This is an optimization exercise on Yosys and OpenROAD, whose aim is small area, a short achievable clock period and few clock cycles, not a production implementation.
At most, simulation tests tie the RTL to the original design; equivalence was not proved.

==> inputs of build 27 <==
==> flow/design.v <==
module exgcd_recursion #(
	parameter WIDTH = 16
) (
	input 	clk,     
	input 	rst_n,   
	input	[WIDTH-1:0] data_a,
	input 	[WIDTH-1:0] data_b,
	input	valid_in,
	output 	[WIDTH-1:0] gcd,
	output  [WIDTH-1:0] inv,
	output  reg valid_out
);
localparam M  = 3;                       
localparam KW = 3;                       
function [WIDTH:0] add16;
	input [WIDTH-1:0] a;
	input [WIDTH-1:0] b;
	input             cin;
	reg   [WIDTH-1:0] g, p, G, P;
	integer n, l;
	begin
		p = a ^ b;
		g = a & b;
		g[0] = g[0] | (p[0] & cin);
		G = g; P = p;
		for (l = 1; l < WIDTH; l = l * 2)
			for (n = 2 * l - 1; n < WIDTH; n = n + 2 * l) begin
				G[n] = G[n] | (P[n] & G[n-l]);
				P[n] = P[n] & P[n-l];
			end
		for (l = WIDTH / 4; l >= 1; l = l / 2)
			for (n = 3 * l - 1; n < WIDTH; n = n + 2 * l) begin
				G[n] = G[n] | (P[n] & G[n-l]);
				P[n] = P[n] & P[n-l];
			end
		add16 = {G[WIDTH-1], p ^ {G[WIDTH-2:0], cin}};
	end
endfunction
reg             run;
reg [WIDTH-1:0] R;       
reg [WIDTH-1:0] B;       
reg [WIDTH-1:0] S0;      
reg [WIDTH-1:0] SS;      
reg [KW-1:0]    k;
assign gcd = R;
assign inv = S0;
wire bzero = (B == {WIDTH{1'b0}});
wire kzero = (k == {KW{1'b0}});
wire [WIDTH:0] upd = add16({{M{1'b0}}, R[WIDTH-1:M]}, ~{{M{1'b0}}, B[WIDTH-M-1:0]}, 1'b1);
wire up = ~bzero && (B[WIDTH-1:WIDTH-M] == {M{1'b0}}) && upd[WIDTH];
reg [WIDTH-1:0] therm;
integer t;
always @(*) begin
	for (t = 0; t < WIDTH; t = t + 1)
		therm[t] = (t >= k * M);
end
wire [WIDTH-1:0] rem [0:M];
wire [M-1:0]     qb;
wire [WIDTH-1:0] sop [0:M-1];    
assign rem[M] = R;
genvar i;
generate
	for (i = M - 1; i >= 0; i = i - 1) begin : stage
		wire [WIDTH:0] dd = add16(rem[i+1] >> i, ~({{i{1'b0}}, B[WIDTH-1-i:0]}), 1'b1);
		wire [WIDTH-i:0] d = {~dd[WIDTH], dd[WIDTH-i-1:0]};
		wire hi0 = (i == 0) ? 1'b1 : (B[WIDTH-1:WIDTH-1-i+1] == 0);
		assign qb[i] = hi0 & ~d[WIDTH-i] & ~up;
		if (i == 0) begin : n0
			assign rem[i] = qb[i] ? d[WIDTH-1:0] : rem[i+1];
		end else begin : ni
			assign rem[i] = qb[i] ? {d[WIDTH-i-1:0], rem[i+1][i-1:0]} : rem[i+1];
		end
		wire [WIDTH-1:0] rot = (i == 0) ? SS : ((SS << i) | (SS >> (WIDTH - i)));
		assign sop[i] = rot & (therm << i) & {WIDTH{qb[i]}};
	end
endgenerate
wire [WIDTH-1:0] n2 = ~sop[2], n1 = ~sop[1], n0 = ~sop[0];
wire [WIDTH-1:0] cs1_s = S0 ^ n2 ^ n1;
wire [WIDTH-1:0] cs1_c = {(S0[WIDTH-2:0] & n2[WIDTH-2:0]) | (S0[WIDTH-2:0] & n1[WIDTH-2:0]) |
                          (n2[WIDTH-2:0] & n1[WIDTH-2:0]), 1'b1};
wire [WIDTH-1:0] cs2_s = cs1_s ^ cs1_c ^ n0;
wire [WIDTH-1:0] cs2_c = {(cs1_s[WIDTH-2:0] & cs1_c[WIDTH-2:0]) | (cs1_s[WIDTH-2:0] & n0[WIDTH-2:0]) |
                          (cs1_c[WIDTH-2:0] & n0[WIDTH-2:0]), 1'b1};
wire [WIDTH:0] sadd = add16(cs2_s, cs2_c, 1'b1);
wire [WIDTH-1:0] snew = sadd[WIDTH-1:0];
wire swap   = run & ~up & kzero & ~bzero;
wire remz   = (rem[0] == {WIDTH{1'b0}});
wire done   = run & (bzero | (swap & remz));
always @(posedge clk or negedge rst_n) begin
	if (~rst_n) begin
		run <= 1'b0;
		valid_out <= 1'b0;
	end else begin
		run <= run ? ~done : valid_in;
		valid_out <= done;
	end
end
always @(posedge clk) begin
	if (~run) begin
		R  <= data_a;
		B  <= data_b;
		S0 <= {{(WIDTH-1){1'b0}}, 1'b1};
		SS <= {WIDTH{1'b0}};
		k  <= {KW{1'b0}};
	end else if (up) begin
		B  <= B << M;
		SS <= (SS << M) | (SS >> (WIDTH - M));
		k  <= k + 1'b1;
	end else if (swap) begin
		R  <= B;
		B  <= rem[0];
		S0 <= SS;
		SS <= snew;
		k  <= {KW{1'b0}};
	end else begin
		R  <= rem[0];
		S0 <= snew;
		B  <= B >> M;
		SS <= (SS >> M) | (SS << (WIDTH - M));
		k  <= k - 1'b1;
	end
end
endmodule
==> flow/flow/run.sh <==
#!/bin/bash
set -euo pipefail
args=()
while IFS= read -r line; do
	[[ -z "$line" || "$line" == \#* ]] && continue
	args+=("$line")
done < flow/extra.txt
bash standard.sh "${args[@]}" finish > standard_flow.log 2>&1
==> flow/flow/extra.txt <==
SETUP_SLACK_MARGIN=39.3
==> flow/standard.sh <==
#!/bin/bash
# synth_recipe.tcl (not shown) runs the flow's synth.tcl, then flattens the netlist and writes it again
# the make line also repeats each setting of config.mk as NAME=value (left out here)
make -C /OpenROAD-flow-scripts/flow DESIGN_CONFIG=/design/flow/config.mk WORK_HOME=/design/flow/orfs CLKGATE_MAP_FILE= SYNTH_SCRIPT=/design/flow/synth_recipe.tcl "${@:-finish}"
==> flow/config.mk <==
export PLATFORM = sky130hd
export DESIGN_NAME = exgcd_recursion
export DESIGN_NICKNAME = exgcd_recursion
export VERILOG_FILES = /design/flow/design.v
export SDC_FILE = /design/flow/constraint.sdc
export NUM_CORES = 4
export LEC_CHECK = 0
export CAP_MARGIN = 20
export CORE_MARGIN = 2
export CORE_UTILIZATION = 40
export SLEW_MARGIN = 20
==> flow/constraint.sdc <==
create_clock -name core_clock -period 50.0 [get_ports {clk}]
set_input_delay 10.0000 -clock core_clock [delete_from_list [all_inputs] [get_ports {clk}]]
set_output_delay 10.0000 -clock core_clock [all_outputs]
set_load 0.01 [all_outputs]
==> inputs of trial 26, as changes to build 27 <==
--- a/flow/design.v
+++ b/flow/design.v
@@ -54,6 +54,7 @@
 	for (t = 0; t < WIDTH; t = t + 1)
 		therm[t] = (t >= k * M);
 end
+wire [WIDTH-1:0] SSm = SS & therm;    
 wire [WIDTH-1:0] rem [0:M];
 wire [M-1:0]     qb;
 wire [WIDTH-1:0] sop [0:M-1];    
@@ -70,8 +71,7 @@
 		end else begin : ni
 			assign rem[i] = qb[i] ? {d[WIDTH-i-1:0], rem[i+1][i-1:0]} : rem[i+1];
 		end
-		wire [WIDTH-1:0] rot = (i == 0) ? SS : ((SS << i) | (SS >> (WIDTH - i)));
-		assign sop[i] = rot & (therm << i) & {WIDTH{qb[i]}};
+		assign sop[i] = (SSm << i) & {WIDTH{qb[i]}};
 	end
 endgenerate
 wire [WIDTH-1:0] n2 = ~sop[2], n1 = ~sop[1], n0 = ~sop[0];
@@ -102,10 +102,6 @@
 		S0 <= {{(WIDTH-1){1'b0}}, 1'b1};
 		SS <= {WIDTH{1'b0}};
 		k  <= {KW{1'b0}};
-	end else if (up) begin
-		B  <= B << M;
-		SS <= (SS << M) | (SS >> (WIDTH - M));
-		k  <= k + 1'b1;
 	end else if (swap) begin
 		R  <= B;
 		B  <= rem[0];
@@ -115,9 +111,15 @@
 	end else begin
 		R  <= rem[0];
 		S0 <= snew;
-		B  <= B >> M;
-		SS <= (SS >> M) | (SS << (WIDTH - M));
-		k  <= k - 1'b1;
+		if (up) begin
+			B  <= B << M;
+			SS <= (SS << M) | (SS >> (WIDTH - M));
+			k  <= k + 1'b1;
+		end else begin
+			B  <= B >> M;
+			SS <= (SS >> M) | (SS << (WIDTH - M));
+			k  <= k - 1'b1;
+		end
 	end
 end
 endmodule
==> flow/flow/extra.txt (replaced) <==
SETUP_SLACK_MARGIN=39.3
BUFFER_PORTS_ARGS=-buffer_cell sky130_fd_sc_hd__buf_2
- ABC_AREA: default -> 1
- CORE_UTILIZATION: 40 -> 65
- CTS_BUF_LIST: default -> sky130_fd_sc_hd__clkbuf_8
- CTS_CLUSTER_DIAMETER: default -> 100
- CTS_CLUSTER_SIZE: default -> 40
==> results.yml <==
floorplanning:
  die_area_mm2: 0.0124
  die_y_um: 111
setup_path:
  cpPeakStageDelay_ns: 0.36
  crit_end: "valid_out"
finish:
  clk_share_pct: 2.07
  num-multi-input-gates: 747
yosys:
  yosysSeqAreaShare_pct: 18.6
  synthCells: 1018
  synth-xor-area-share_pct: 3.86
  synth.top_cell.area_share_pct: 17.9
global_routing:
  grt_max_degree: 65
detailed_routing:
  dr_wl_met2_mm: 10.4
place:
  dp_slack_ns: 39.41
outcome:
  outcome: "no timing/DRC/antenna violations"
clock_tree:
  cts-root-buf: "clkbuf_8"
Source of the figures above: trial 26

==> results.yml <==
global_routing:
  grt_max_degree: 74
  met1_usage_pct: 35.8
yosys:
  synthCells: 925
  synth-xor-area-share_pct: 3.92
  yosysSeqAreaShare_pct: 19.9
floorplanning:
  die_y_um: 144
  die_area_mm2: 0.0207
setup_path:
  crit_end: "gcd[3]"
  cpPeakStageDelay_ns: 0.43
  cp-start-kind: "flip-flop"
finish:
  num-multi-input-gates: 715
place:
  dp_slack_ns: 38.91
detailed_routing:
  dr_wl_met2_mm: 11.3
outcome:
  outcome: "no timing/DRC/antenna violations"
Source of the figures above: build 27

Testbench counts of trial 26, summed over its fixed seeds: cycles 106,906.
Function not checked in build 27: the RTL went through the layout flow alone.

-- static timing again, ports no longer ideal --
How much do the figures lean on ideal ports? The routed layouts below were timed once more, with nothing changed but the port constraints.
Step 1, drivers: a clkbuf_16 drives clk and a buf_2 each remaining input, both assumed.
Step 2 also shifts input and output timing later by t, the mid clock arrival at the registers, as if the neighbouring blocks saw the same clock.
Slacks: no drivers / after step 1 / after step 2; pairs: no drivers / after step 1.
| run | t, ns | setup slack, ns | worst setup path after step 2 | worst slew at a driven data input, ns |
|---|---|---|---|---|
| build 27 | 0.396 | 39.060 / 39.015 / 39.001 | input to register | 0.04 |
| trial 26 | 0.410 | 39.141 / 39.105 / 39.515 | register to output | 0.03 |
After both steps setup and hold are still met in every run listed. For build 27, which loses most, drivers alone change the setup slack by -0.045 ns; drivers and shift together by -0.059 ns.
